From an optimization exercise on the open Yosys and OpenROAD flow, aimed at small area; shortcuts taken in it are not production practice. Where RTL was checked, it was by simulation tests only, not by an equivalence proof against the original. No functional check of the RTL was part of run 2. In runs 6 and 7 the design's own scripts or RTL, not TritonCTS, make the clock network. The clock input has no modelled driver; a real chip could not lean on it and would need a root buffer or a full tree.

==> rom.hex <==
00221822
2007000e
70671802
00662020
00451822
2007012c
70e34002
20030024
70624802
01281820
00835022
00043020
00022820
00000000
00000000
00000000
==> run.sh <==
#!/bin/bash
# synth_recipe.tcl (not shown) runs the flow's synth.tcl, then flattens the netlist and writes it again
# the make line also repeats each setting of config.mk as NAME=value (left out here)
make -C /OpenROAD-flow-scripts/flow DESIGN_CONFIG=/design/flow/config.mk WORK_HOME=/design/flow/orfs CLKGATE_MAP_FILE= SYNTH_SCRIPT=/design/flow/synth_recipe.tcl finish
==> config.mk <==
export PLATFORM = sky130hd
export DESIGN_NAME = Micro_Con_ROM
export DESIGN_NICKNAME = Micro_Con_ROM
export VERILOG_FILES = /design/flow/design.v
export SDC_FILE = /design/flow/constraint.sdc
export NUM_CORES = 4
export LEC_CHECK = 0
export CAP_MARGIN = 20
export CORE_MARGIN = 2
export CORE_UTILIZATION = 40
export SLEW_MARGIN = 20
==> constraint.sdc <==
create_clock -name core_clock -period 15.0 [get_ports {clk}]
set_input_delay 3.0000 -clock core_clock [delete_from_list [all_inputs] [get_ports {clk}]]
set_output_delay 3.0000 -clock core_clock [all_outputs]
set_load 0.01 [all_outputs]
==> design.v <==
`timescale 1ns / 1ps
module Reg18b(clk, rst, ena, DataIn, DataOut);
parameter n = 18;
input clk, rst, ena;
input [n-1:0] DataIn;
output reg [n-1:0] DataOut;
always @(posedge clk)
	if (rst)
		DataOut <= 0;
	else if (ena)
		DataOut <= DataIn;
endmodule
`timescale 1ns / 1ps
module DecoPrioridad(Sel, Salid);
	 input [3:0]Sel;
	 output reg [7:0] Salid;
   always @(*)
      case (Sel)
         4'b0011: Salid = 8'b00000001; 
         4'b0100: Salid = 8'b00000010; 
         4'b0101: Salid = 8'b00000100;   
         4'b0110: Salid = 8'b00001000;   
         4'b0111: Salid = 8'b00010000;   
         4'b1000: Salid = 8'b00100000;   
         4'b1001: Salid = 8'b01000000;   
         4'b1010: Salid = 8'b10000000;   
			default: Salid = 8'b0;
      endcase
endmodule
`timescale 1ns / 1ps
module Mux16x1(Sel,Dat0, Dat1, Dat2, Dat3, Dat4, Dat5, Dat6,Dat7,Dat8,Dat9,Dat10,DatSal);
	 input [17:0] Dat0, Dat1, Dat2, Dat3, Dat4, Dat5, Dat6,Dat7,Dat8,Dat9,Dat10;
	 input [3:0]Sel;
	 output reg [17:0] DatSal;
   always @(Sel,Dat0, Dat1, Dat2, Dat3, Dat4, Dat5, Dat6,Dat7,Dat8,Dat9,Dat10)
      case (Sel)
         4'b0000: DatSal = Dat0;
         4'b0001: DatSal = Dat1;
         4'b0010: DatSal = Dat2;
         4'b0011: DatSal = Dat3;
         4'b0100: DatSal = Dat4;
         4'b0101: DatSal = Dat5;
         4'b0110: DatSal = Dat6;
         4'b0111: DatSal = Dat7;
         4'b1000: DatSal = Dat8;
         4'b1001: DatSal = Dat9;
         4'b1010: DatSal = Dat10;
			default: DatSal = 18'b0;
      endcase
endmodule
`timescale 1ns / 1ps
module BancoRegistros(clk, rst,WtReg, WrDat, RtAddrs, RsAddrs, RdAddrs, REF, POT, PWM,OperaA, OperaB);
input clk, rst;
input [3:0] RtAddrs, RsAddrs, RdAddrs;  
input WtReg;
input [17:0]REF, POT, WrDat;
output [17:0] OperaA, OperaB;
output wire [17:0] PWM;
wire [17:0] wv1,wa0,wa1,wa2,wa3,wt0,wt1,wt2;
wire [7:0] Salid;
DecoPrioridad SelDecWrt(RdAddrs, Salid);   
Reg18b v1(clk,rst,WtReg && Salid[0], WrDat, wv1);  
Reg18b a0(clk,rst,WtReg && Salid[1], WrDat, wa0);  
Reg18b a1(clk,rst,WtReg && Salid[2], WrDat, wa1);  
Reg18b a2(clk,rst,WtReg && Salid[3], WrDat, wa2);  
Reg18b a3(clk,rst,WtReg && Salid[4], WrDat, wa3);  
Reg18b t0(clk,rst,WtReg && Salid[5], WrDat, wt0);  
Reg18b t1(clk,rst,WtReg && Salid[6], WrDat, wt1);  
Reg18b t2(clk,rst,WtReg && Salid[7], WrDat, wt2);  
assign PWM = wt2;
Mux16x1 MuxRs(RsAddrs,18'b0, REF, POT, wv1, wa0, wa1, wa2,wa3,wt0,wt1,wt2,OperaB);
Mux16x1 MuxRt(RtAddrs,18'b0, REF, POT, wv1, wa0, wa1, wa2,wa3,wt0,wt1,wt2,OperaA);
endmodule
`timescale 1ns / 1ps
module Conta4b(rst, clk, ena, cuenta);
parameter LARGO = 4;
input rst, clk, ena;
output reg [LARGO - 1:0]cuenta;
always @(posedge clk)
	if(rst)
		cuenta = 0;
	else if (ena)
		cuenta = cuenta + 1;
	else
		cuenta = cuenta;
endmodule
`timescale 1ns / 1ps
module ALU(OPCODE,A,B,P);
	input [1:0] OPCODE;
	input signed [17:0] A,B;
	output reg [17:0] P;
	always@(*)
		case(OPCODE)
				2'b00: P=A+B;
				2'b01: P=A-B;
				2'b10: P=A*B;
				2'b11: P=A+B;
		endcase
endmodule
`timescale 1ns / 1ps
module CONTROLCPU(OP_CODE,FUNCT,HAB,CONTROL);
	input [5:0] OP_CODE,FUNCT;
	input HAB;
	output reg [5:0] CONTROL;
   always @(HAB,OP_CODE,FUNCT)
      casex ({HAB,OP_CODE,FUNCT})
         13'b1000000100000: CONTROL=6'b010001; 
         13'b1000000100010: CONTROL=6'b010011; 
         13'b1000000011000: CONTROL=6'b010101; 
         13'b1000000000000: CONTROL=6'b000110; 
         13'b1001000xxxxxx: CONTROL=6'b111001; 
         13'b1011100000010: CONTROL=6'b010101; 
         default CONTROL=6'b000000;
      endcase
endmodule
`timescale 1ns / 1ps
module Timer5ms(clk, rst, ena, tiempo);
parameter CUENTAMAX = 16'd55554;
input clk, rst, ena;
output tiempo;
reg [15:0] cuenta;
always @(posedge clk)
	if (rst)
		cuenta <= 0;
	else if (ena)
		cuenta <= (cuenta == CUENTAMAX) ? 16'd0 : cuenta + 16'd1;
assign tiempo = (cuenta == 16'd0);
endmodule
`timescale 1ns / 1ps
module RAMReplacement_ROM(Addrs, DataOut);
input [3:0] Addrs;
output [31:0] DataOut;
reg [31:0] MemoryRom [0:15];
initial $readmemh("rom.hex", MemoryRom);
assign DataOut = MemoryRom[Addrs];
endmodule
`timescale 1ns / 1ps
module Micro_Con_ROM(clk, rst, REF, POT, PWM, Ena_ADC);
input clk, rst;
input   [17:0]REF, POT;
output  [17:0]PWM;
output Ena_ADC;
wire [3:0]AddrsRt;
wire [3:0]AddrsRs;
wire [3:0]AddrsRd;
wire [15:0]Inmediate;
wire [4:0]Shamt;
wire [5:0]funct;
wire [5:0]opcode;
wire [31:0]InstruccionOut_IR;
wire [3:0]PC;
wire [17:0]WrDat;
wire RST_PC;
wire [17:0]OperaA, OperaBBancos,OperaBALU;
wire [17:0]ExtSign;
wire [5:0]CONTROL;
wire CE_MEM,SEL_OPERAB,REG_WR,SEL_DEST;
wire [3:0]AddDestino;
wire [1:0]LU_OPCODE;
RAMReplacement_ROM InstructionRegister(PC,InstruccionOut_IR);
assign Ena_ADC = !CE_MEM;
assign opcode = InstruccionOut_IR[31:26];
assign AddrsRs = InstruccionOut_IR[24:21];
assign AddrsRt = InstruccionOut_IR[19:16];
assign AddrsRd = InstruccionOut_IR[14:11];
assign Shamt = InstruccionOut_IR[10:6];
assign funct = InstruccionOut_IR[5:0];
assign Inmediate = InstruccionOut_IR[20:0];
BancoRegistros BankReg(clk, rst,REG_WR, WrDat, AddrsRs, AddrsRt, AddDestino, REF, POT, PWM,OperaA, OperaBBancos);
Conta4b PC1(RST_PC, clk, (1'b1)&&CE_MEM, PC);
assign AddDestino = SEL_DEST ? AddrsRt : AddrsRd;
ALU  AALU(LU_OPCODE,OperaA,OperaBALU,WrDat);
assign ExtSign = {{2{Inmediate[15]}}, Inmediate};
assign  OperaBALU = SEL_OPERAB  ? ExtSign : OperaBBancos; 
assign CE_MEM=CONTROL[0];
assign LU_OPCODE=CONTROL[2:1];
assign SEL_OPERAB=CONTROL[3];
assign REG_WR=CONTROL[4];
assign SEL_DEST=CONTROL[5];
CONTROLCPU CCPU(opcode,funct,1'b1,CONTROL);
Timer5ms Time(clk,rst,1'b1,RST_PC);
endmodule
==> impl_metrics.json, run 1 <==
{
  "fillers": 4122,
  "cpMostUsedCell": "fa_1",
  "synth_cell_type_count": 92,
  "crit_type": "input pin to flop",
  "synth-seq-area-share_pct": 22.0,
  "cts_buffer_depth": 2,
  "std_cell_rows": 74,
  "holdPathStages": 1,
  "die-area_sq_um": 43100,
  "status": "timing/DRC/antenna clean",
  "r2r_slack_ns": 5.66,
  "finalCriticalPeriod_ns": 10.72,
  "min_period_over_period_pct": 71.5,
  "placed_cells": 2496,
  "tightest_slew_ns": 1.20,
  "use_met2_pct": 40.7,
  "vias": 15225,
  "async_flop_share_pct": 0,
  "ys.flop_type": "dfxtp_1",
  "grt_pass1_vias": 14767,
  "top_level_ports": 57,
  "multiInputGateArea_sq_um": 11600,
  "synth_area_leaders": "dfxtp_1 (22%), fa_1 (13%), ha_1 (7.4%), nor2_1 (6.4%), a211oi_1 (5.8%)",
  "endpoint_kind": "flop",
  "area_growth_pct": 9.10,
  "path_buf_inv": 4,
  "critPathArrivalTime_ns": 11.09,
  "synth_enable_flop_cells": 0,
  "diodes": 0,
  "cts_setup_buffers": 0,
  "avgViaCountPerCell": 6.02,
  "ff_latch_area_sq_um": 3650,
  "ys_warn_count": 8,
  "die_x_um": 208,
  "route.detailed.drc": 0,
  "hold_class": "flop to flop",
  "dp_hpwl_mm": 42.4,
  "yosysTopAreaCell": "dfxtp_1",
  "clock_latency_ns": 0.45,
  "drt-total-wl_mm": 58.7,
  "worstSetupPathDepth": 28,
  "ff2ff_path_depth": 30,
  "layout-drive-gt1-share_pct": 6.96,
  "core_sq_um": 40900,
  "grt_pass1_wl_mm": 90.4,
  "initial_core_util_pct": 40.5,
  "final_max_slew_viol_count": 0,
  "post-synth-top-area-fraction_pct": 22.0,
  "max_freq_ghz": 0.0933,
  "cp_slowest_cell": "a21oi_1",
  "syn_inst": 1998,
  "cp-start-kind": "input pin",
  "antenna_found_initial": 1,
  "gp_congestion": 0.937,
  "grtUsageMet3_pct": 5.05,
  "drt_first_iter_violations": 1658,
  "cts-buffers-inserted": 17,
  "clock_skew_ns": 0.0124,
  "clock-root-buffer": "clkbuf_16",
  "track_usage_pct": 27.0,
  "final_cells": 2528,
  "max_stage_delay_ns": 0.86,
  "rsz0062_at_grt": "no",
  "clkSinkCount": 182,
  "cp_top_family": "adder cells",
  "cts.clk_slew.worst_paths_ns": 0.07,
  "setup_violations": 0,
  "numPortBuffers": 56,
  "fin_nets": 2228,
  "synth_seq_cells": 182,
  "antenna_left": 0,
  "die_y_um": 208,
  "cts_resized": 0,
  "busiest_layer": "met2",
  "fin_tns_setup_ns": 0,
  "hold_viol": 0,
  "cp.required_ns": 15.37,
  "syn_area_per_cell_sq_um": 8.30,
  "drt-wirelength-per-cell_um": 23.2,
  "htreeDepth": 4,
  "use_met1_pct": 37.9,
  "path_max_fanout": 11,
  "tritoncts": "done",
  "first_pass_iters": 7,
  "slew_headroom_pct": 20.1,
  "overflow": 0,
  "grt_max_degree": 82,
  "cts_hold_buf": 0,
  "drv_cap": 0,
  "synthesis.area_sq_um": 16600
}
-- registers in the layout, summed over array words and instances, names as in the netlist --
| signal | flops |
|---|---|
| Time.cuenta | 16 |
| BankReg.a1.DataOut | 18 |
| InstruccionOut_IR | 18 |
| BankReg.v1.DataOut | 18 |
| BankReg.a2.DataOut | 18 |
| BankReg.t0.DataOut | 18 |
| PC1.cuenta | 4 |
| BankReg.a0.DataOut | 18 |
| BankReg.a3.DataOut | 18 |
| BankReg.t1.DataOut | 18 |
| BankReg.t2.DataOut | 18 |
-- layout make-up --
type,instances,area share [%]
clock buffer,19,2.45
clock inverter,13,0.767
inverter,203,4.21
multi-input combinational,1485,64.1
sequential,182,20.2
tap,532,3.68
timing repair buffer,94,4.66
-- stage by stage --
stage | utilization [%] | hold WS (ns) | cell area (sq um) | setup slack, ns
after CTS | 44.2 | 0.488 | 18100 | 4.41
after global routing | 44.2 | 0.511 | 18100 | 3.91
after floorplan | - | 0.437 | 16600 | 5.28
after detailed placement | 42.8 | 0.470 | 17500 | 3.98
after global placement | 42.8 | 0.460 | 17500 | 4.12
final | 44.2 | 0.488 | 18100 | 4.28
-- logic make-up (layout without fill, tap and decap cells) --
| logic type | after synthesis | in the layout | synth area share, % |
|---|---|---|---|
| DFF | 182 | 182 | 22.0 |
| muxes | 102 | 102 | 6.64 |
| and+or+nand+nor | 640 | 640 | 18.0 |
| xor gates and xnor gates | 81 | 81 | 4.53 |
| buffers and inverters | 331 | 329 | 8.55 |
| AOI/OAI and AO/OA | 455 | 455 | 19.8 |
| adders and majority gates | 207 | 207 | 20.5 |
-- Yosys cell counts, types with 17 or more instances --
| master | count |
|---|---|
| nor2b_1 | 37 |
| xnor2_1 | 59 |
| ha_1 | 98 |
| o22ai_1 | 18 |
| inv_1 | 200 |
| fa_1 | 109 |
| a211oi_1 | 128 |
| nor3_1 | 23 |
| nand2_1 | 145 |
| o21ai_0 | 49 |
| dfxtp_1 | 182 |
| clkbuf_1 | 79 |
| nor2_1 | 282 |
| mux2i_1 | 74 |
| nand2b_1 | 34 |
| a32oi_1 | 19 |
| mux2_2 | 20 |
| a22oi_1 | 48 |
| buf_2 | 17 |
| a21oi_1 | 56 |
| xor2_1 | 19 |
| nand3_1 | 28 |
-- cell usage in the layout (no fill, tap or decap), types with 14 or more instances in the layout --
cell and instances:
a21oi_1 56, o22ai_1 18, and2_1 15, ha_1 98, nand2_1 145, clkbuf_16 17
a32oi_1 19, mux2_2 20, buf_4 39, xnor2_1 59, fa_1 109, a211oi_1 128
nand2b_1 34, o21ai_1 14, nor2_1 275, xor2_1 19, mux2i_1 73, a22o_1 16
a22oi_1 48, nor3_1 21, clkdlybuf4s50_1 55, o21ai_0 46, nor2b_1 33, inv_1 200
nand3_1 28, dfxtp_1 175
-- path summary, 6_finish.rpt --
check | from | to
worst max-delay path | REF[8] | BankReg.a0.DataOut[17]
worst min-delay path | Time.cuenta[0] | Time.cuenta[0]
worst max register to register | InstruccionOut_IR[24] | BankReg.a0.DataOut[17]
worst min register to register | Time.cuenta[0] | Time.cuenta[0]
-- routing by layer --
metal	vias to the layer above	wire, um	part of all wire (%)
li1	6878	-	-
met4	0	2560	4.4
met5	-	0	0
met2	824	25200	43
met3	182	5600	9.5
met1	7341	25300	43
==> run 2, diff against run 1 <==
==> design.v (replaced) <==
`timescale 1ns / 1ps
module Micro_Con_ROM(clk, rst, REF, POT, PWM, Ena_ADC);
input clk, rst;
input [17:0] REF, POT;
output reg [17:0] PWM;
output Ena_ADC;
localparam [17:0] HSTART = 18'd206623;    
reg [5:0]  s;       
reg [17:0] H;       
reg [17:0] A;
reg [15:0] Dr;
wire [17:0] D = {Dr, 2'b00};
wire idle = s[5] & s[1];
function st; input [5:0] v; st = (s == v); endfunction
wire nr   = !rst;
wire x0   = st(1) | st(13) | st(16) | st(25) | st(33) | rst;      
wire x1   = st(10) | st(12) | st(24) | st(32) | idle;             
wire sREF = nr & (st(7) | st(8) | st(9));                        
wire sPp  = nr & (st(3) | st(5) | st(10));                       
wire sPn  = nr & (st(1) | st(13));                               
wire sA   = nr & (st(11) | st(24));                              
wire sDn  = nr & (st(12) | st(16) | st(19) | st(20) | st(21) | st(22) | st(23)
                  | st(25) | st(28) | st(30) | st(31));           
wire sK   = nr & st(33);
wire inc  = nr & idle;
wire ldP  = st(11) | rst;
wire ldA  = st(12) | st(24) | rst;
wire ldD  = st(15) | st(32) | rst;
wire [17:0] X = x0 ? 18'd0 : x1 ? H : {H[16:0], 1'b0};
wire neg = sPn | sDn;
wire [17:0] dv = ({18{sREF}} & REF) | ({18{sPp | sPn}} & POT)
              | ({18{sA}} & A) | ({18{sDn}} & D) | ({18{sK}} & HSTART);
wire [17:0] B = dv ^ {18{neg}};
wire [18:0] c;
assign c[0] = sPn | sDn | inc;
wire [17:0] S;
genvar gi;
generate for (gi = 0; gi < 18; gi = gi + 1) begin : rca
  assign S[gi] = X[gi] ^ B[gi] ^ c[gi];
  assign c[gi+1] = (X[gi] & B[gi]) | (c[gi] & (X[gi] ^ B[gi]));
end endgenerate
wire cout = c[18];
always @(posedge clk) begin
  if (rst) s <= 6'd0;
  else if (!idle) s <= s + 6'd1;
  else if (cout) s <= 6'd0;
  H <= S;
  if (ldP) PWM <= S;
  if (ldA) A <= S;
  if (ldD) Dr <= S[17:2];
end
assign Ena_ADC = !(s >= 6'd1 && s <= 6'd13);
endmodule
==> flow/run.sh (new file) <==
#!/bin/bash
# The standard layout (standard synthesis), with buf_1 port buffers and a
# clock tree of clkbuf_8 without dummy loads. make's output goes to standard.log.
set -uo pipefail
bash standard.sh \
  "BUFFER_PORTS_ARGS=-buffer_cell sky130_fd_sc_hd__buf_1" \
  "CTS_ARGS=-sink_clustering_enable -repair_clock_nets -dont_use_dummy_load -buf_list sky130_fd_sc_hd__clkbuf_8 -root_buf sky130_fd_sc_hd__clkbuf_8" \
  finish > standard.log 2>&1
rc=$?
tail -5 standard.log
exit $rc
==> standard.sh (new file) <==
#!/bin/bash
# synth_recipe.tcl (not shown) runs the flow's synth.tcl, then flattens the netlist and writes it again
# the make line also repeats each setting of config.mk as NAME=value (left out here)
make -C /OpenROAD-flow-scripts/flow DESIGN_CONFIG=/design/flow/config.mk WORK_HOME=/design/flow/orfs CLKGATE_MAP_FILE= SYNTH_SCRIPT=/design/flow/synth_recipe.tcl "${@:-finish}"
removed: rom.hex
removed: run.sh
==> run 2 against run 1 <==
First-iteration DRC count fell by 89%. Still clean. Synthesized area is 76% lower. Critical path depth decreased by 1. Setup slack lost 1.1 ns. Register-to-register slack got worse by 0.51 ns. Sequential share of layout area grew 26 points.
==> impl_metrics.json, run 2 <==
{
  "avgViaCountPerCell": 5.27,
  "yosysTopAreaCell": "edfxtp_1",
  "diodes": 0,
  "tightest_slew_ns": 1.03,
  "gp_congestion": 0.758,
  "post-route-worst-setup-slack_ns": 3.23,
  "use_met1_pct": 20.9,
  "cp_top_family": "adder cells",
  "slew_headroom_pct": 30.7,
  "hold_class": "flop to flop",
  "synth_area_leaders": "edfxtp_1 (39%), dfxtp_1 (12%), fa_1 (9.0%), mux2i_1 (4.0%), mux2_4 (3.4%)",
  "cts_setup_buffers": 0,
  "antenna_found_initial": 0,
  "async_flop_share_pct": 0,
  "max_stage_delay_ns": 0.75,
  "grt_pass1_wl_mm": 13.4,
  "ff2ff_path_depth": 28,
  "antenna_left": 0,
  "use_met2_pct": 26.1,
  "tritoncts": "done",
  "grtUsageMet3_pct": 2.94,
  "path_buf_inv": 4,
  "cp_slowest_cell": "o221a_1",
  "endpoint_kind": "flop",
  "std_cell_rows": 36,
  "overflow": 0,
  "top_level_ports": 57,
  "syn_inst": 314,
  "synth_cell_type_count": 52,
  "worstSetupPathDepth": 27,
  "path_max_fanout": 18,
  "ys_warn_count": 1,
  "clock_skew_ns": 0.0329,
  "area_growth_pct": 10.7,
  "grt_max_degree": 25,
  "die_y_um": 104,
  "clkSinkCount": 76,
  "status": "timing/DRC/antenna clean",
  "crit_type": "input pin to flop",
  "rsz0062_at_grt": "no",
  "clock-root-buffer": "clkbuf_8",
  "final_cell_mix": "buf_1 (56), edfxtp_1 (52), inv_1 (25), dfxtp_1 (24), nand2_1 (24)",
  "cp.required_ns": 15.05,
  "reg_top3": "A x18, H x18, PWM x18",
  "clock_latency_ns": 0.35,
  "holdPathStages": 1,
  "core_sq_um": 9770,
  "cts_resized": 0,
  "hold_viol": 0,
  "synth_common_cells": "edfxtp_1 (52), inv_1 (25), dfxtp_1 (24), nand2_1 (24), o21ai_0 (22)",
  "cpMostUsedCell": "fa_1",
  "critPathArrivalTime_ns": 11.82,
  "syn_area_per_cell_sq_um": 12.8,
  "synth_seq_cells": 76,
  "htreeDepth": 3,
  "max_freq_ghz": 0.0849,
  "synth_enable_flop_cells": 52,
  "cts_buffer_depth": 2,
  "synthesis.area_sq_um": 4020,
  "cts_hold_buf": 0,
  "layout-drive-gt1-share_pct": 12.8,
  "numPortBuffers": 56,
  "dp_hpwl_mm": 5.61,
  "drt_first_iter_violations": 190,
  "cts-buffers-inserted": 9,
  "busiest_layer": "met2",
  "fin_nets": 429,
  "final_max_slew_viol_count": 0,
  "min_period_over_period_pct": 78.5,
  "post-place-ws_ns": 2.94,
  "vias": 2628,
  "grt_pass1_vias": 2589,
  "cp-start-kind": "input pin",
  "drv_cap": 0,
  "cts.clk_slew.worst_paths_ns": 0.06,
  "track_usage_pct": 15.8,
  "setup_violations": 0,
  "ys.flop_type": "edfxtp_1",
  "drt-total-wl_mm": 8.32,
  "drt-wirelength-per-cell_um": 16.7,
  "whs_ns": 0.586,
  "synth-seq-area-share_pct": 50.8,
  "die_x_um": 104,
  "final_common_cell": "buf_1",
  "fin_tns_setup_ns": 0,
  "route.detailed.drc": 0,
  "initial_core_util_pct": 41.1,
  "die-area_sq_um": 10900,
  "synth.most_common_cell": "edfxtp_1",
  "first_pass_iters": 5,
  "post-synth-top-area-fraction_pct": 38.9,
  "finalCriticalPeriod_ns": 11.77,
  "r2r_slack_ns": 5.15
}
-- run 2: changes by cell type after synthesis, sizes merged, moves of 39 or more --
| cell | change |
|---|---|
| inv | -177 |
| a22oi | -47 |
| xnor2 | -56 |
| a211oi | -126 |
| nor2 | -274 |
| clkbuf | -76 |
| a21oi | -40 |
| edfxtp | +52 |
| nand2 | -121 |
| fa | -91 |
| o21ai | -39 |
| ha | -93 |
| dfxtp | -158 |
| mux2i | -58 |
-- run 2: logic make-up (layout without fill, tap and decap cells) --
kind of cell	Yosys count	after routing	synth area share, %
flops	76	76	50.8
compound gates	74	74	14.3
simple gates	57	57	7.29
buf+inv	46	98	6.32
mux	34	34	9.87
fa+ha+maj	23	23	10.5
xor+xnor	4	4	0.872
-- run 2: worst paths after layout --
path              from     end
hold / removal    s[0]    s[0]
setup / recovery   rst  Dr[15]
setup reg to reg  s[1]  Dr[15]
hold reg to reg   s[0]    s[0]
-- run 2: area by class of cell --
| type | count | area (sq um) |
|---|---|---|
| Fill cell | 898 | 5330 |
| Tap cell | 133 | 166 |
| Inverter | 25 | 93.8 |
| Clock buffer | 9 | 124 |
| Timing Repair Buffer | 64 | 274 |
| Multi-Input combinational cell | 192 | 1750 |
| Sequential cell | 76 | 2040 |
-- run 2: per-stage QoR --
stage / area [sq um] / cells / util (%)
finish: 4450 / 499 / 45.5
global route: 4450 / 499 / 45.5
CTS: 4430 / 498 / 45.3
detailed placement: 4310 / 489 / 44.1
global placement: 4310 / 489 / 44.1
floorplan: 4020 / 314 / -
-- run 2: per-layer routing --
| metal | wire length [um] | part of all wire (%) |
|---|---|---|
| met1 | 3670 | 44 |
| met2 | 4010 | 48 |
| met3 | 498 | 6.0 |
| met4 | 138 | 1.7 |
| met5 | 0 | 0 |
==> run 3, diff against run 2 <==
--- a/design.v
+++ b/design.v
@@ -11,6 +11,7 @@
 reg [15:0] Dr;
 wire [17:0] D = {Dr, 2'b00};
 wire idle = s[5] & s[1];
+wire neg;
 function st; input [5:0] v; st = (s == v); endfunction
 wire nr   = !rst;
 wire x0   = st(1) | st(13) | st(16) | st(25) | st(33) | rst;      
@@ -22,22 +23,22 @@
 wire sDn  = nr & (st(12) | st(16) | st(19) | st(20) | st(21) | st(22) | st(23)
                   | st(25) | st(28) | st(30) | st(31));           
 wire sK   = nr & st(33);
+assign neg = sPn | sDn;
 wire inc  = nr & idle;
 wire ldP  = st(11) | rst;
 wire ldA  = st(12) | st(24) | rst;
 wire ldD  = st(15) | st(32) | rst;
-wire [17:0] X = x0 ? 18'd0 : x1 ? H : {H[16:0], 1'b0};
-wire neg = sPn | sDn;
-wire [17:0] dv = ({18{sREF}} & REF) | ({18{sPp | sPn}} & POT)
-              | ({18{sA}} & A) | ({18{sDn}} & D) | ({18{sK}} & HSTART);
-wire [17:0] B = dv ^ {18{neg}};
+wire [17:0] S;
 wire [18:0] c;
-assign c[0] = sPn | sDn | inc;
-wire [17:0] S;
+assign c[0] = neg | inc;
+wire [17:0] H2 = {H[16:0], 1'b0};
+wire [17:0] Kv = HSTART;
 genvar gi;
-generate for (gi = 0; gi < 18; gi = gi + 1) begin : rca
-  assign S[gi] = X[gi] ^ B[gi] ^ c[gi];
-  assign c[gi+1] = (X[gi] & B[gi]) | (c[gi] & (X[gi] ^ B[gi]));
+generate for (gi = 0; gi < 18; gi = gi + 1) begin : dp
+  DpBit u (.x1(x1), .x2(!x0 && !x1), .h(H[gi]), .h2(H2[gi]),
+           .sr(sREF), .r(REF[gi]), .sp(sPp | sPn), .p(POT[gi]), .sa(sA), .a(A[gi]),
+           .sd(sDn), .d(D[gi]), .k(sK & Kv[gi]), .neg(neg),
+           .ci(c[gi]), .s(S[gi]), .co(c[gi+1]));
 end endgenerate
 wire cout = c[18];
 always @(posedge clk) begin
@@ -51,3 +52,11 @@
 end
 assign Ena_ADC = !(s >= 6'd1 && s <= 6'd13);
 endmodule
+module DpBit(x1, x2, h, h2, sr, r, sp, p, sa, a, sd, d, k, neg, ci, s, co);
+input x1, x2, h, h2, sr, r, sp, p, sa, a, sd, d, k, neg, ci;
+output s, co;
+wire x = (x1 & h) | (x2 & h2);
+wire b = ((sr & r) | (sp & p) | (sa & a) | (sd & d) | k) ^ neg;
+assign s = x ^ b ^ ci;
+assign co = (x & b) | (ci & (x ^ b));
+endmodule
==> flow/run.sh (replaced) <==
#!/bin/bash
# The standard layout (standard synthesis), with buf_1 port buffers and a
# clock tree of clkbuf_8 without dummy loads; modules synthesized separately. make's output goes to standard.log.
set -uo pipefail
bash standard.sh \
  "BUFFER_PORTS_ARGS=-buffer_cell sky130_fd_sc_hd__buf_1" \
  "CTS_ARGS=-sink_clustering_enable -repair_clock_nets -dont_use_dummy_load -buf_list sky130_fd_sc_hd__clkbuf_8 -root_buf sky130_fd_sc_hd__clkbuf_8" \
  SYNTH_HIERARCHICAL=1 \
  finish > standard.log 2>&1
rc=$?
tail -5 standard.log
exit $rc
==> run 3 against run 2 <==
Still clean on timing, DRC and antenna. First-iteration DRC count grew 1.6%. Critical path depth is 36 higher. Die area fell by 4.6%. Final cell count is 6.6% higher. Via count grew 1.9%. Maximum frequency is 13% lower. Sequential share of layout area is 0.48 points higher.
==> impl_metrics.json, run 3 <==
{
  "gp_congestion": 0.752,
  "reg_top3": "A x18, H x18, PWM x18",
  "tritoncts": "done",
  "min_from": "s[0]",
  "final_max_slew_viol_count": 0,
  "final_cells": 532,
  "drt-total-wl_mm": 8.32,
  "min_period_over_period_pct": 89.8,
  "cp-start-kind": "input pin",
  "placed_cells": 523,
  "synth_seq_cells": 76,
  "min_to": "s[5]",
  "top_level_ports": 57,
  "die_y_um": 102,
  "route.detailed.drc": 0,
  "antenna_left": 0,
  "std_cell_rows": 35,
  "cts_setup_buffers": 0,
  "synth_enable_flop_cells": 52,
  "cp_slowest_cell": "fa_1",
  "clock-root-buffer": "clkbuf_8",
  "cts_resized": 0,
  "drt-wirelength-per-cell_um": 15.6,
  "first_pass_iters": 4,
  "post-synth-top-area-fraction_pct": 40.8,
  "synth_area_leaders": "edfxtp_1 (41%), dfxtp_1 (13%), fa_1 (9.4%), inv_1 (5.6%), a222oi_1 (4.7%)",
  "core_sq_um": 9240,
  "clock_latency_ns": 0.34,
  "ys.flop_type": "edfxtp_1",
  "synth.most_common_cell": "inv_1",
  "hold_viol": 0,
  "drt_first_iter_violations": 193,
  "cpMostUsedCell": "inv_1",
  "reg2reg_from": "s[1]",
  "max_stage_delay_ns": 0.42,
  "path_max_fanout": 16,
  "clock_skew_ns": 0.0239,
  "ff2ff_path_depth": 63,
  "r2r_end": "s[3]",
  "crit_type": "input pin to flop",
  "cts-buffers-inserted": 9,
  "synth_cell_type_count": 44,
  "die_x_um": 102,
  "fin_tns_setup_ns": 0,
  "r2r_slack_ns": 3.23,
  "dp_hpwl_mm": 5.44,
  "final_cell_mix": "inv_1 (57), buf_1 (56), edfxtp_1 (52), a21oi_1 (26), dfxtp_1 (24)",
  "max_freq_ghz": 0.0742,
  "area_growth_pct": 15.1,
  "cts_buffer_depth": 2,
  "grt_pass1_vias": 2571,
  "avgViaCountPerCell": 5.03,
  "vias": 2678,
  "diodes": 0,
  "fin_nets": 466,
  "grt_pass1_wl_mm": 13.3,
  "syn_area_per_cell_sq_um": 11.7,
  "cts.clk_slew.worst_paths_ns": 0.06,
  "numPortBuffers": 56,
  "critPathArrivalTime_ns": 13.69,
  "die-area_sq_um": 10400,
  "syn_inst": 326,
  "tightest_slew_ns": 1.04,
  "synth-seq-area-share_pct": 53.4,
  "yosysTopAreaCell": "edfxtp_1",
  "cp.required_ns": 15.21,
  "antenna_found_initial": 0,
  "initial_core_util_pct": 41.4,
  "setup_violations": 0,
  "holdPathStages": 2,
  "finalCriticalPeriod_ns": 13.47,
  "final_common_cell": "inv_1",
  "track_usage_pct": 17.3,
  "slew_headroom_pct": 30.7,
  "rsz0062_at_grt": "no",
  "fillers": 852,
  "async_flop_share_pct": 0,
  "ys_warn_count": 7,
  "drv_cap": 0,
  "hold_class": "flop to flop",
  "layout-drive-gt1-share_pct": 7.44,
  "status": "timing/DRC/antenna clean",
  "synth_common_cells": "inv_1 (57), edfxtp_1 (52), a21oi_1 (27), dfxtp_1 (24), nand2_1 (23)",
  "cts_hold_buf": 0,
  "synthesis.area_sq_um": 3820,
  "grt_max_degree": 20,
  "overflow": 0,
  "htreeDepth": 3,
  "endpoint_kind": "flop",
  "clkSinkCount": 76,
  "whs_ns": 0.589
}
run 3: cell types whose count changed after synthesis, sizes merged, moves of 4 or more:
cell,previous run,this run
a21oi,16,27
a221o,11,0
a222oi,7,18
a22oi,1,18
buf,18,6
inv,25,57
mux2,18,0
mux2i,16,3
nor2,8,12
o21ai,23,6
xnor2,3,19
run 3: kinds of logic after synthesis:
family | synth area share [%]
and+or+nand+nor | 7.95
AOI/OAI and AO/OA | 15.4
muxes | 0.785
other | 0.0980
buffers and inverters | 6.71
adders and majority gates | 11.1
DFF | 53.4
xor gates and xnor gates | 4.58
run 3: per-module statistics from Yosys, one instance, submodules excluded:
module,copies in the design,cell area [sq um],flip-flops and latches
DpBit,18,66.3,0
Micro_Con_ROM,1,2630,76
run 3: final cells by class:
type	instances	area, sq um	share of cell area [%]
clock buffer	9	124	2.81
inverter	57	214	4.86
multi-input combinational	195	1580	35.8
sequential	76	2040	46.4
tap	129	161	3.67
timing repair buffer	66	285	6.48
run 3: worst max-delay path, delay by kind of cell:
kind | cells | cell delay [ns]
AOI/OAI and AO/OA | 4 | 0.78
adders and majority gates | 18 | 7.26
xor gates and xnor gates | 1 | 0.15
and+or+nand+nor | 3 | 0.24
buffers and inverters | 37 | 2.28
run 3: how the worst max path moves through the flow:
stage,startpoint,endpoint,slack (ns)
5_1_grt,rst,s[3],0.70
3_5_place_dp,rst,s[3],1.18
4_1_cts,rst,s[3],1.51
2_1_floorplan,rst,s[3],0.89
3_3_place_gp,rst,s[2],1.27
6_report,rst,s[3],1.53
run 3: routing by layer:
metal	track usage [%]	share of wire [%]
met1	23.9	47
met2	27.1	47
met3	3.31	5.1
met4	6.55	1.5
met5	0	0
run 3: per-stage QoR:
stage / setup WS, ns / utilization, % / cell area [sq um]
after global placement: 1.27 / 46.3 / 4280
after global routing: 0.697 / 47.7 / 4400
final: 1.53 / 47.7 / 4400
after floorplan: 0.888 / - / 3860
after CTS: 1.51 / 47.7 / 4400
after detailed placement: 1.18 / 46.3 / 4280
==> run 4, diff against run 3 <==
==> flow/run.sh (replaced) <==
#!/bin/bash
# The standard layout (standard synthesis), with buf_1 port buffers and a
# clock tree of clkbuf_8 without dummy loads. make's output goes to standard.log.
set -uo pipefail
bash standard.sh \
  "BUFFER_PORTS_ARGS=-buffer_cell sky130_fd_sc_hd__buf_1" \
  "CTS_ARGS=-sink_clustering_enable -repair_clock_nets -dont_use_dummy_load -buf_list sky130_fd_sc_hd__clkbuf_8 -root_buf sky130_fd_sc_hd__clkbuf_8" \
  finish > standard.log 2>&1
rc=$?
tail -5 standard.log
exit $rc
==> run 4 against run 3 <==
Die area up 1.5%. Still clean on timing, DRC and antenna. Cell area down 2.8%. Clock-buffer cell count unchanged. Worst hold slack better by 0.014 ns.
==> impl_metrics.json, run 4 <==
{
  "status": "timing/DRC/antenna clean",
  "final_cell_mix": "buf_1 (56), edfxtp_1 (52), a21oi_1 (42), dfxtp_1 (24), inv_1 (24)",
  "die-area_sq_um": 10500,
  "top_level_ports": 57,
  "max_freq_ghz": 0.0847,
  "avgViaCountPerCell": 5.50,
  "fin_nets": 429,
  "setup_violations": 0,
  "area_growth_pct": 10.2,
  "synth_common_cells": "edfxtp_1 (52), a21oi_1 (42), dfxtp_1 (24), inv_1 (24), fa_1 (18)",
  "cts_setup_buffers": 0,
  "antenna_left": 0,
  "final_cells": 495,
  "finalCriticalPeriod_ns": 11.81,
  "layout-drive-gt1-share_pct": 6.83,
  "cts_resized": 0,
  "slew_headroom_pct": 29.2,
  "rsz0062_at_grt": "no",
  "drt-wirelength-per-cell_um": 18.6,
  "clkSinkCount": 76,
  "async_flop_share_pct": 0,
  "ys.flop_type": "edfxtp_1",
  "min_period_over_period_pct": 78.7,
  "cp-start-kind": "input pin",
  "track_usage_pct": 19.0,
  "reg_top3": "A x18, H x18, PWM x18",
  "core_sq_um": 9330,
  "endpoint_kind": "flop",
  "hold_class": "flop to flop",
  "synthesis.area_sq_um": 3880,
  "fillers": 864,
  "final_max_slew_viol_count": 0,
  "crit_type": "input pin to flop",
  "grt_pass1_vias": 2742,
  "critPathArrivalTime_ns": 11.99,
  "cts.clk_slew.worst_paths_ns": 0.07,
  "placed_cells": 486,
  "route.detailed.drc": 0,
  "numPortBuffers": 56,
  "htreeDepth": 3,
  "diodes": 0,
  "syn_area_per_cell_sq_um": 12.3,
  "antenna_found_initial": 0,
  "cts_hold_buf": 0,
  "overflow": 0,
  "drt-total-wl_mm": 9.21,
  "tightest_slew_ns": 1.06,
  "multiInputGateArea_sq_um": 1620,
  "post-synth-top-area-fraction_pct": 40.2,
  "synth_seq_cells": 76,
  "ff_latch_area_sq_um": 2040,
  "drv_cap": 0,
  "first_pass_iters": 5,
  "clock_skew_ns": 0.0224,
  "synth-seq-area-share_pct": 52.6,
  "vias": 2723,
  "grt_max_degree": 19,
  "synth_cell_type_count": 55,
  "cp_slowest_cell": "buf_1",
  "drt_first_iter_violations": 139,
  "std_cell_rows": 35,
  "fin_tns_setup_ns": 0,
  "path_max_fanout": 16,
  "hold_viol": 0,
  "max_stage_delay_ns": 0.61,
  "ys_warn_count": 1,
  "synth_area_leaders": "edfxtp_1 (40%), dfxtp_1 (12%), fa_1 (9.3%), a21oi_1 (5.4%), a22oi_1 (2.9%)",
  "final_common_cell": "buf_1",
  "cts-buffers-inserted": 9,
  "initial_core_util_pct": 41.6,
  "gp_congestion": 0.811,
  "die_x_um": 103,
  "clock-root-buffer": "clkbuf_8",
  "cp.required_ns": 15.18,
  "grt_pass1_wl_mm": 14.7,
  "clock_latency_ns": 0.35,
  "synth_enable_flop_cells": 52,
  "dp_hpwl_mm": 6.15,
  "ff2ff_path_depth": 31,
  "yosysTopAreaCell": "edfxtp_1",
  "die_y_um": 103,
  "holdPathStages": 1,
  "cpMostUsedCell": "fa_1",
  "tritoncts": "done",
  "cts_buffer_depth": 2,
  "synth.most_common_cell": "edfxtp_1",
  "syn_inst": 317
}
[run 4: final timing paths]
kind	end	slack (ns)	from
hold reg to reg	s[5]	0.60	s[1]
hold / removal	s[5]	0.60	s[1]
setup / recovery	s[2]	3.19	rst
setup reg to reg	s[2]	5.24	s[1]
[run 4: critical path, delay by kind of cell]
kind                       cells  cell delay (ns)
adders and majority gates     18             6.65
buffers and inverters          5             1.05
AOI/OAI and AO/OA              5             0.97
and+or+nand+nor                2             0.18
xor gates and xnor gates       1             0.11
[run 4: final cells by class]
class                      instances  area share (%)
sequential                        76            47.7
multi-input combinational        196            37.8
timing repair buffer              61            5.79
tap                              129            3.77
clock buffer                       9            2.89
inverter                          24            2.10
[run 4: metal layers]
layer,share of wire [%],vias up,GRT usage [%]
met3,6.1,12,3.46
li1,-,1286,-
met2,46,97,28.2
met5,0,-,0
met1,47,1328,27.1
met4,1.7,0,8.92
[run 4: kinds of logic (layout without fill, tap and decap cells)]
family,after synthesis,count (layout),share of synthesized area [%]
and+or+nand+nor,56,56,8.02
muxes,9,9,2.35
AOI/OAI and AO/OA,104,104,19.3
buffers and inverters,45,94,5.93
adders and majority gates,23,23,10.9
DFF,76,76,52.6
xor gates and xnor gates,4,4,0.902
[run 4: through the flow]
step / util [%] / setup WS (ns) / cell area [sq um] / hold WS, ns
6_report: 45.9 / 3.19 / 4280 / 0.603
5_1_grt: 45.9 / 2.60 / 4280 / 0.637
4_1_cts: 45.9 / 3.18 / 4280 / 0.608
3_5_place_dp: 44.6 / 2.83 / 4160 / 0.596
3_3_place_gp: 44.6 / 3.05 / 4160 / 0.603
2_1_floorplan: - / 3.86 / 3880 / 0.536
==> run 5, diff against run 4 <==
==> flow/run.sh (replaced) <==
#!/bin/bash
# The standard layout (standard synthesis), with buf_1 port buffers; before
# CTS all clock sinks are put behind one clkbuf_16 (flow/pre_cts.tcl).
# make's output goes to standard.log.
set -uo pipefail
bash standard.sh \
  "BUFFER_PORTS_ARGS=-buffer_cell sky130_fd_sc_hd__buf_1" \
  "PRE_CTS_TCL=$(pwd)/flow/pre_cts.tcl" \
  "CTS_ARGS=-repair_clock_nets -dont_use_dummy_load -buf_list sky130_fd_sc_hd__clkbuf_16 -root_buf sky130_fd_sc_hd__clkbuf_16" \
  finish > standard.log 2>&1
rc=$?
tail -5 standard.log
exit $rc
==> flow/pre_cts.tcl (new file) <==
# Drive all clock sinks from a single clkbuf_16 placed at their centroid,
# so the clock port feeds one buffer input.
set block [ord::get_db_block]
set db [ord::get_db]
set master [$db findMaster sky130_fd_sc_hd__clkbuf_16]
set clknet [$block findNet clk]
set sinks [$clknet getITerms]
set newnet [odb::dbNet_create $block clk_root]
$newnet setSigType CLOCK
set inst [odb::dbInst_create $block $master clk_root_buf]
set sx 0; set sy 0; set n 0
foreach it $sinks {
  set bb [[$it getInst] getBBox]
  set sx [expr {$sx + [$bb xMin]}]; set sy [expr {$sy + [$bb yMin]}]; incr n
  $it disconnect
  $it connect $newnet
}
[$inst findITerm A] connect $clknet
[$inst findITerm X] connect $newnet
$inst setLocation [expr {$sx / $n}] [expr {$sy / $n}]
$inst setPlacementStatus PLACED
puts "pre_cts: moved $n clock sinks behind clk_root_buf"
==> run 5 against run 4 <==
First-iteration DRC count rose by 14%. Via count fell by 0.77%. Die area did not move. Synthesized area did not move. Cell area rose by 3.0%. Worst hold slack improved by 0.011 ns. Critical path depth did not move. Critical endpoint unchanged.
==> impl_metrics.json, run 5 <==
{
  "status": "timing/DRC/antenna clean",
  "max_freq_ghz": 0.0852,
  "std_cell_rows": 35,
  "grt_max_degree": 19,
  "synth_seq_cells": 76,
  "drv_cap": 0,
  "grt_pass1_vias": 2746,
  "reg_top3": "A x18, H x18, PWM x18",
  "diodes": 0,
  "finalCriticalPeriod_ns": 11.73,
  "cp_slowest_cell": "buf_1",
  "setup_violations": 0,
  "cts.clk_slew.worst_paths_ns": 0.05,
  "final_max_slew_viol_count": 0,
  "cpMostUsedCell": "fa_1",
  "track_usage_pct": 18.9,
  "cts_hold_buf": 0,
  "rsz0062_at_grt": "no",
  "synth-seq-area-share_pct": 52.6,
  "synth_common_cells": "edfxtp_1 (52), a21oi_1 (42), dfxtp_1 (24), inv_1 (24), fa_1 (18)",
  "clkSinkCount": 76,
  "area_growth_pct": 13.5,
  "cts-buffers-inserted": 9,
  "gp_congestion": 0.811,
  "clock_latency_ns": 0.45,
  "grt_pass1_wl_mm": 14.8,
  "drt-total-wl_mm": 9.27,
  "tritoncts": "done",
  "final_common_cell": "buf_1",
  "vias": 2702,
  "cp-start-kind": "input pin",
  "final_cell_mix": "buf_1 (56), edfxtp_1 (52), a21oi_1 (42), dfxtp_1 (24), inv_1 (24)",
  "fillers": 854,
  "min_period_over_period_pct": 78.2,
  "critPathArrivalTime_ns": 12.01,
  "synth.most_common_cell": "edfxtp_1",
  "die-area_sq_um": 10500,
  "layout-drive-gt1-share_pct": 7.08,
  "r2r_slack_ns": 5.18,
  "drt_first_iter_violations": 158,
  "synthesis.area_sq_um": 3880,
  "syn_area_per_cell_sq_um": 12.3,
  "die_x_um": 103,
  "path_max_fanout": 16,
  "ys.flop_type": "edfxtp_1",
  "final_cells": 496,
  "top_level_ports": 57,
  "cp.required_ns": 15.28,
  "max_stage_delay_ns": 0.60,
  "post-synth-top-area-fraction_pct": 40.2,
  "overflow": 0,
  "slew_headroom_pct": 28.1,
  "hold_class": "flop to flop",
  "crit_type": "input pin to flop",
  "hold_viol": 0,
  "avgViaCountPerCell": 5.45,
  "ff_latch_area_sq_um": 2040,
  "fin_tns_setup_ns": 0,
  "multiInputGateArea_sq_um": 1620,
  "drt-wirelength-per-cell_um": 18.7,
  "ys_warn_count": 1,
  "route.detailed.drc": 0,
  "async_flop_share_pct": 0,
  "first_pass_iters": 4,
  "fin_nets": 430,
  "antenna_left": 0,
  "placed_cells": 486,
  "dp_hpwl_mm": 6.15,
  "cts_resized": 0,
  "endpoint_kind": "flop",
  "yosysTopAreaCell": "edfxtp_1",
  "cts_setup_buffers": 0,
  "initial_core_util_pct": 41.6,
  "clock_skew_ns": 0.0153,
  "numPortBuffers": 56,
  "tightest_slew_ns": 1.07,
  "synth_cell_type_count": 55,
  "antenna_found_initial": 0,
  "die_y_um": 103,
  "syn_inst": 317,
  "core_sq_um": 9330,
  "synth_area_leaders": "edfxtp_1 (40%), dfxtp_1 (12%), fa_1 (9.3%), a21oi_1 (5.4%), a22oi_1 (2.9%)",
  "synth_enable_flop_cells": 52
}
run 5: final timing paths:
path              startpoint    to  cells past startpoint
setup reg to reg        s[1]  s[2]                     30
hold reg to reg         s[1]  s[5]                      1
hold / removal          s[1]  s[5]                      1
setup / recovery         rst  s[2]                     31
run 5: worst max-delay path: cells and delay by family:
kind / cells / cell delay, ns
xor gates and xnor gates: 1 / 0.11
AOI/OAI and AO/OA: 5 / 0.96
buffers and inverters: 5 / 1.04
adders and majority gates: 18 / 6.67
and+or+nand+nor: 2 / 0.19
run 5: logic make-up after synthesis:
logic type                 synth area share (%)
AOI/OAI and AO/OA                          19.3
xor gates and xnor gates                  0.902
buffers and inverters                      5.93
DFF                                        52.6
and+or+nand+nor                            8.02
muxes                                      2.35
adders and majority gates                  10.9
run 5: layout make-up, clock buffers not listed:
| type | instances | share of cell area (%) |
|---|---|---|
| Multi-Input combinational cell | 196 | 36.7 |
| Tap cell | 129 | 3.66 |
| Sequential cell | 76 | 46.3 |
| Inverter | 24 | 2.04 |
| Buffer | 1 | 0.568 |
| Timing Repair Buffer | 61 | 5.62 |
run 5: through the flow:
step | util, % | hold WS [ns] | instance area [sq um] | setup slack, ns
finish | 47.3 | 0.614 | 4410 | 3.27
global route | 47.3 | 0.634 | 4410 | 2.68
CTS | 47.3 | 0.606 | 4410 | 3.26
detailed placement | 44.6 | 0.596 | 4160 | 2.83
global placement | 44.6 | 0.603 | 4160 | 3.05
floorplan | - | 0.536 | 3880 | 3.86
run 5: layer usage:
layer	track usage (%)	wire length, um	up-vias
li1	-	-	1284
met4	7.38	134	0
met2	28.5	4230	83
met3	2.78	506	12
met5	0	0	-
met1	27.5	4390	1323
==> run 6, diff against run 5 <==
==> flow/run.sh (replaced) <==
#!/bin/bash
# The standard layout (standard synthesis) with buf_1 port buffers and the
# clock tree of flow/pre_cts.tcl: four clock buffers, one per quadrant of the
# clock sinks, driven by the clock port. make's output goes to standard.log.
set -uo pipefail
export FLOW_CLK_BUF=sky130_fd_sc_hd__clkbuf_8
bash standard.sh \
  "BUFFER_PORTS_ARGS=-buffer_cell sky130_fd_sc_hd__buf_1" \
  "PRE_CTS_TCL=$(pwd)/flow/pre_cts.tcl" \
  finish > standard.log 2>&1
rc=$?
tail -5 standard.log
exit $rc
==> flow/pre_cts.tcl (replaced) <==
# Clock tree made here instead of by TritonCTS: the clock sinks are split into
# four groups by placement (around the median x and y) and each group is driven
# by its own clkbuf_8 at the group's centroid. The clock port drives the four
# buffer inputs. clock_tree_synthesis then only marks the clock as propagated.
set block [ord::get_db_block]
set db [ord::get_db]
set master [$db findMaster $::env(FLOW_CLK_BUF)]
set clknet [$block findNet clk]
set sinks [$clknet getITerms]
set xs {}; set ys {}
foreach it $sinks {
  set bb [[$it getInst] getBBox]
  lappend xs [expr {([$bb xMin] + [$bb xMax]) / 2}]
  lappend ys [expr {([$bb yMin] + [$bb yMax]) / 2}]
}
set n [llength $sinks]
set mx [lindex [lsort -integer $xs] [expr {$n / 2}]]
set my [lindex [lsort -integer $ys] [expr {$n / 2}]]
for {set g 0} {$g < 4} {incr g} { set grp($g) {}; set gx($g) 0; set gy($g) 0 }
for {set i 0} {$i < $n} {incr i} {
  set x [lindex $xs $i]; set y [lindex $ys $i]
  set g [expr {($x >= $mx ? 1 : 0) + ($y >= $my ? 2 : 0)}]
  lappend grp($g) [lindex $sinks $i]
  set gx($g) [expr {$gx($g) + $x}]; set gy($g) [expr {$gy($g) + $y}]
}
for {set g 0} {$g < 4} {incr g} {
  set m [llength $grp($g)]
  if { $m == 0 } { continue }
  set net [odb::dbNet_create $block clk_leaf_$g]
  $net setSigType CLOCK
  set inst [odb::dbInst_create $block $master clk_leaf_buf_$g]
  foreach it $grp($g) { $it disconnect; $it connect $net }
  [$inst findITerm A] connect $clknet
  [$inst findITerm X] connect $net
  $inst setLocation [expr {$gx($g) / $m}] [expr {$gy($g) / $m}]
  $inst setPlacementStatus PLACED
  puts "pre_cts: group $g: $m sinks on clk_leaf_buf_$g"
}

rename clock_tree_synthesis tritoncts_unused
proc clock_tree_synthesis { args } {
  puts "clock_tree_synthesis replaced by flow/pre_cts.tcl"
  set_propagated_clock [all_clocks]
}
==> run 6 against run 5 <==
Still clean on timing, DRC and antenna. Synthesized cell count stayed put. Wire length is 1.9% lower. Via count is 0.33% lower. Worst hold slack worse by 0.0012 ns. First-iteration DRC count is 13% lower. Final cell count is 1.2% lower. Critical path depth stayed put. Flip-flop and latch count stayed put. Critical path type unchanged.
==> impl_metrics.json, run 6 <==
{
  "gp_congestion": 0.811,
  "layout-drive-gt1-share_pct": 5.54,
  "avgViaCountPerCell": 5.50,
  "core_sq_um": 9330,
  "endpoint_kind": "flop",
  "diodes": 0,
  "cp-start-kind": "input pin",
  "track_usage_pct": 17.7,
  "whs_ns": 0.613,
  "grt_pass1_vias": 2694,
  "final_util_pct": 45.2,
  "tightest_slew_ns": 1.08,
  "rsz0062_at_grt": "no",
  "max_freq_ghz": 0.0835,
  "dp_hpwl_mm": 6.15,
  "status": "timing/DRC/antenna clean",
  "vias": 2693,
  "cts_resized": 0,
  "antenna_found_initial": 0,
  "synth_area_leaders": "edfxtp_1 (40%), dfxtp_1 (12%), fa_1 (9.3%), a21oi_1 (5.4%), a22oi_1 (2.9%)",
  "route.detailed.drc": 0,
  "ys.flop_type": "edfxtp_1",
  "synthesis.area_sq_um": 3880,
  "critPathLaunch": "rst",
  "reg_top3": "A x18, H x18, PWM x18",
  "crit_type": "input pin to flop",
  "drv_cap": 0,
  "area_growth_pct": 8.47,
  "synth.most_common_cell": "edfxtp_1",
  "place_area_sq_um": 4160,
  "antenna_left": 0,
  "synth_common_cells": "edfxtp_1 (52), a21oi_1 (42), dfxtp_1 (24), inv_1 (24), fa_1 (18)",
  "die_x_um": 103,
  "ys_warn_count": 1,
  "hold_class": "flop to flop",
  "syn_area_per_cell_sq_um": 12.3,
  "clock_latency_ns": 0.17,
  "min_from": "s[1]",
  "final_cells": 490,
  "fin_nets": 424,
  "std_cell_rows": 35,
  "cp.required_ns": 15.03,
  "hold_viol": 0,
  "post-synth-top-area-fraction_pct": 40.2,
  "die-area_sq_um": 10500,
  "max_stage_delay_ns": 0.60,
  "cts.clk_slew.worst_paths_ns": 0.12,
  "final_common_cell": "buf_1",
  "cpMostUsedCell": "fa_1",
  "setup_violations": 0,
  "cts_setup_buffers": 0,
  "finalCriticalPeriod_ns": 11.97,
  "top_level_ports": 57,
  "cts_hold_buf": 0,
  "die_y_um": 103,
  "synth_enable_flop_cells": 52,
  "min_period_over_period_pct": 79.8,
  "postLayoutCellArea_sq_um": 4210,
  "cp_slowest_cell": "buf_1",
  "final_cell_mix": "buf_1 (56), edfxtp_1 (52), a21oi_1 (42), dfxtp_1 (24), inv_1 (24)",
  "drt_first_iter_violations": 137,
  "clock_skew_ns": 0.0142,
  "synth-seq-area-share_pct": 52.6,
  "synth_cell_type_count": 55,
  "yosysTopAreaCell": "edfxtp_1",
  "grt_pass1_wl_mm": 14.5,
  "overflow": 0,
  "placed_cells": 486,
  "slew_headroom_pct": 27.7,
  "numPortBuffers": 56,
  "path_max_fanout": 16,
  "grt_max_degree": 21,
  "syn_inst": 317,
  "drt-wirelength-per-cell_um": 18.6,
  "post-place-ws_ns": 2.83,
  "fin_tns_setup_ns": 0,
  "critPathArrivalTime_ns": 12.00,
  "reg2reg_from": "s[0]",
  "drt-total-wl_mm": 9.09,
  "initial_core_util_pct": 41.6,
  "final_max_slew_viol_count": 0,
  "first_pass_iters": 5,
  "post-route-worst-setup-slack_ns": 3.03,
  "async_flop_share_pct": 0,
  "synth_seq_cells": 76
}
## run 6: cell counts after synthesis
Identical to the previous run, type by type.
## run 6: routing by layer
| metal | share of wire [%] | vias to the layer above | GRT usage [%] |
|---|---|---|---|
| met4 | 0.53 | 0 | 1.74 |
| met3 | 6.2 | 3 | 1.76 |
| met2 | 46 | 86 | 28.6 |
| met5 | 0 | - | 0 |
| met1 | 47 | 1332 | 26.9 |
| li1 | - | 1272 | - |
## run 6: final timing paths
path	to	slack (ns)	cells after the start
setup / recovery	s[2]	3.03	31
hold / removal	s[5]	0.61	1
setup reg to reg	s[2]	5.21	30
hold reg to reg	s[5]	0.61	1
## run 6: cell type report
class,count,area [sq um]
sequential,76,2040
buffer,4,55.1
fill,866,5110
tap,129,161
inverter,24,90.1
timing repair buffer,61,248
multi-input combinational,196,1620
## run 6: kinds of logic (layout without fill, tap and decap cells)
family	Yosys count	after routing	synth area share, %
AOI/OAI and AO/OA	104	104	19.3
DFF	76	76	52.6
and+or+nand+nor	56	56	8.02
buffers and inverters	45	89	5.93
adders and majority gates	23	23	10.9
muxes	9	9	2.35
xor gates and xnor gates	4	4	0.902
## run 6: worst max-delay path, delay by kind of cell
kind	cells	cell delay, ns
simple gates	2	0.18
fa+ha+maj	18	6.65
compound gates	5	0.96
xor+xnor	1	0.11
buf+inv	5	1.05
==> run 7, diff against run 6 <==
==> flow/run.sh (replaced) <==
#!/bin/bash
# The standard layout (standard synthesis) with buf_1 port buffers and the
# clock tree of flow/pre_cts.tcl: a root buffer at the clock port driving one
# leaf buffer per quadrant of the clock sinks. make's output goes to standard.log.
set -uo pipefail
export FLOW_CLK_ROOT=sky130_fd_sc_hd__clkbuf_8
export FLOW_CLK_LEAF=sky130_fd_sc_hd__clkbuf_8
bash standard.sh \
  "BUFFER_PORTS_ARGS=-buffer_cell sky130_fd_sc_hd__buf_1" \
  "PRE_CTS_TCL=$(pwd)/flow/pre_cts.tcl" \
  finish > standard.log 2>&1
rc=$?
tail -5 standard.log
exit $rc
--- a/flow/pre_cts.tcl
+++ b/flow/pre_cts.tcl
@@ -1,10 +1,11 @@
-# Clock tree made here instead of by TritonCTS: the clock sinks are split into
-# four groups by placement (around the median x and y) and each group is driven
-# by its own clkbuf_8 at the group's centroid. The clock port drives the four
-# buffer inputs. clock_tree_synthesis then only marks the clock as propagated.
+# Clock tree made here instead of by TritonCTS. The clock port drives one root
+# buffer placed next to it; the root drives one leaf buffer per quadrant of the
+# clock sinks (split around their median x and y), each placed at the centroid
+# of its sinks. clock_tree_synthesis then only marks the clock as propagated.
 set block [ord::get_db_block]
 set db [ord::get_db]
-set master [$db findMaster $::env(FLOW_CLK_BUF)]
+set root_master [$db findMaster $::env(FLOW_CLK_ROOT)]
+set leaf_master [$db findMaster $::env(FLOW_CLK_LEAF)]
 set clknet [$block findNet clk]
 set sinks [$clknet getITerms]
 set xs {}; set ys {}
@@ -23,14 +24,29 @@
   lappend grp($g) [lindex $sinks $i]
   set gx($g) [expr {$gx($g) + $x}]; set gy($g) [expr {$gy($g) + $y}]
 }
+# root buffer next to the clock pin, pulled slightly towards the core
+set bt [$block findBTerm clk]
+set pbb [[lindex [$bt getBPins] 0] getBBox]
+set px [expr {([$pbb xMin] + [$pbb xMax]) / 2}]
+set py [expr {([$pbb yMin] + [$pbb yMax]) / 2}]
+set core [$block getCoreArea]
+set rx [expr {min(max($px, [$core xMin]), [$core xMax] - 10000)}]
+set ry [expr {min(max($py, [$core yMin]), [$core yMax] - 10000)}]
+set rnet [odb::dbNet_create $block clk_root]
+$rnet setSigType CLOCK
+set root [odb::dbInst_create $block $root_master clk_root_buf]
+[$root findITerm A] connect $clknet
+[$root findITerm X] connect $rnet
+$root setLocation $rx $ry
+$root setPlacementStatus PLACED
 for {set g 0} {$g < 4} {incr g} {
   set m [llength $grp($g)]
   if { $m == 0 } { continue }
   set net [odb::dbNet_create $block clk_leaf_$g]
   $net setSigType CLOCK
-  set inst [odb::dbInst_create $block $master clk_leaf_buf_$g]
+  set inst [odb::dbInst_create $block $leaf_master clk_leaf_buf_$g]
   foreach it $grp($g) { $it disconnect; $it connect $net }
-  [$inst findITerm A] connect $clknet
+  [$inst findITerm A] connect $rnet
   [$inst findITerm X] connect $net
   $inst setLocation [expr {$gx($g) / $m}] [expr {$gy($g) / $m}]
   $inst setPlacementStatus PLACED
==> run 7 against run 6 <==
Sequential share of layout area decreased by 0.16 points. Cell area increased by 0.33%. Clock skew increased by 0.0015 ns. Synthesized cell count unchanged. Highest routed layer unchanged. Register-to-register slack improved by 0.02 ns. Via count increased by 0.37%. Still clean on timing, DRC and antenna.
==> impl_metrics.json, run 7 <==
{
  "status": "timing/DRC/antenna clean",
  "cp_slowest_cell": "buf_1",
  "synth_enable_flop_cells": 52,
  "setup_violations": 0,
  "syn_inst": 317,
  "fin_tns_setup_ns": 0,
  "final_common_cell": "buf_1",
  "synth-seq-area-share_pct": 52.6,
  "placed_cells": 486,
  "clock_latency_ns": 0.35,
  "cts_resized": 0,
  "synth_area_leaders": "edfxtp_1 (40%), dfxtp_1 (12%), fa_1 (9.3%), a21oi_1 (5.4%), a22oi_1 (2.9%)",
  "synth.most_common_cell": "edfxtp_1",
  "syn_area_per_cell_sq_um": 12.3,
  "synthesis.area_sq_um": 3880,
  "path_max_fanout": 16,
  "vias": 2703,
  "ys_warn_count": 1,
  "reg_top3": "A x18, H x18, PWM x18",
  "max_stage_delay_ns": 0.59,
  "avgViaCountPerCell": 5.51,
  "place_area_sq_um": 4160,
  "route.detailed.drc": 0,
  "grt_pass1_wl_mm": 14.5,
  "fillers": 863,
  "finalCriticalPeriod_ns": 11.77,
  "antenna_left": 0,
  "synth_cell_type_count": 55,
  "first_pass_iters": 4,
  "post-place-ws_ns": 2.83,
  "min_period_over_period_pct": 78.5,
  "synth_seq_cells": 76,
  "post-route-worst-setup-slack_ns": 3.23,
  "drt-total-wl_mm": 9.09,
  "rsz0062_at_grt": "no",
  "dp_hpwl_mm": 6.15,
  "cts_setup_buffers": 0,
  "slew_headroom_pct": 28.5,
  "postLayoutCellArea_sq_um": 4230,
  "die-area_sq_um": 10500,
  "ys.flop_type": "edfxtp_1",
  "final_cells": 491,
  "drt_first_iter_violations": 169,
  "async_flop_share_pct": 0,
  "hold_viol": 0,
  "area_growth_pct": 8.83,
  "cp.required_ns": 15.20,
  "crit_type": "input pin to flop",
  "drt-wirelength-per-cell_um": 18.5,
  "endpoint_kind": "flop",
  "numPortBuffers": 56,
  "die_x_um": 103,
  "fin_nets": 425,
  "std_cell_rows": 35,
  "tightest_slew_ns": 1.07,
  "synth_common_cells": "edfxtp_1 (52), a21oi_1 (42), dfxtp_1 (24), inv_1 (24), fa_1 (18)",
  "post-synth-top-area-fraction_pct": 40.2,
  "core_sq_um": 9330,
  "initial_core_util_pct": 41.6,
  "gp_congestion": 0.811,
  "yosysTopAreaCell": "edfxtp_1",
  "antenna_found_initial": 0,
  "critPathArrivalTime_ns": 11.97,
  "cpMostUsedCell": "fa_1",
  "final_cell_mix": "buf_1 (56), edfxtp_1 (52), a21oi_1 (42), dfxtp_1 (24), inv_1 (24)",
  "cts_hold_buf": 0,
  "overflow": 0,
  "final_max_slew_viol_count": 0,
  "max_freq_ghz": 0.0850,
  "grt_pass1_vias": 2701,
  "track_usage_pct": 17.7,
  "drv_cap": 0,
  "die_y_um": 103,
  "grt_max_degree": 21,
  "diodes": 0,
  "cp-start-kind": "input pin",
  "top_level_ports": 57,
  "clock_skew_ns": 0.0157,
  "hold_class": "flop to flop",
  "cts.clk_slew.worst_paths_ns": 0.11,
  "layout-drive-gt1-share_pct": 5.80
}
run 7: cell count changes in the layout (fill, tap and decap cells not counted), sizes merged:
cell    before  now
clkbuf       4    5
run 7: final cells by class:
cell class / count / area, sq um / area share, %
sequential: 76 / 2040 / 48.3
multi-input combinational: 196 / 1620 / 38.2
timing repair buffer: 61 / 248 / 5.86
tap: 129 / 161 / 3.82
inverter: 24 / 90.1 / 2.13
buffer: 5 / 68.8 / 1.63
run 7: kinds of logic (layout without fill, tap and decap cells):
family,after synthesis,after routing,synth area share [%]
buf+inv,45,90,5.93
compound gates,104,104,19.3
flops,76,76,52.6
xor+xnor,4,4,0.902
simple gates,56,56,8.02
fa+ha+maj,23,23,10.9
mux,9,9,2.35
run 7: critical path, delay by kind of cell:
kind / cells / cell delay, ns
buf+inv: 5 / 1.04
compound gates: 5 / 0.96
xor+xnor: 1 / 0.11
simple gates: 2 / 0.18
fa+ha+maj: 18 / 6.64
run 7: metal layers:
layer  vias up  GRT usage [%]  share of wire, %
met2        86           28.6                45
met5         -              0                 0
met3         7           1.76               5.1
met1      1336           26.9                48
met4         0           1.74               1.4
li1       1274              -                 -
run 7: metrics by stage:
| stage | hold slack, ns | util [%] |
|---|---|---|
| after floorplan | 0.536 | - |
| after global placement | 0.603 | 44.6 |
| after detailed placement | 0.596 | 44.6 |
| after CTS | 0.616 | 45.3 |
| after global routing | 0.644 | 45.3 |
| final | 0.615 | 45.3 |
run 7: path summary, 6_finish.rpt:
kind	start	slack, ns	end	cells after the start
max	rst	3.23	s[2]	31
min	s[1]	0.61	s[5]	1
max reg2reg	s[0]	5.23	s[2]	30
min reg2reg	s[1]	0.61	s[5]	1

==> port drivers added, routing unchanged <==
In the flow no input, the clock included, has a driving cell. The finished layouts below were timed again as built, in two steps. Step 1 sets driving cells, clkbuf_16 on the clock port and buf_2 on the other inputs (assumed; they add their load-dependent delay and slew). Step 2 times the ports against the registers' clock, not the clock port: input delays grow and output delays shrink by t, the midpoint of the rising clock arrivals with the driver on. a / b / c = ideal ports / drivers / drivers and shift; a / b = the first two.
run	t (ns)	setup slack, ns	clock arrival spread, ns	worst register clock-pin slew, ns	cell pins on the clock port's net
run 1	0.497	4.280 / 4.307 / 3.810	0.012 / 0.012	0.08 / 0.08	1
run 2	0.370	3.228 / 3.239 / 2.868	0.033 / 0.033	0.09 / 0.09	1
run 3	0.362	1.528 / 1.536 / 1.174	0.024 / 0.024	0.08 / 0.08	1
run 4	0.368	3.192 / 3.194 / 2.825	0.022 / 0.023	0.08 / 0.08	1
run 5	0.470	3.269 / 3.271 / 2.801	0.015 / 0.016	0.06 / 0.06	1
run 6	0.227	3.030 / 3.062 / 2.835	0.014 / 0.014	0.12 / 0.12	4
run 7	0.355	3.229 / 3.217 / 2.862	0.016 / 0.016	0.12 / 0.12	1
After both steps every run listed still meets setup and hold. The setup slack of run 1, which loses most, moves by +0.027 ns with the drivers and by -0.470 ns with both steps.
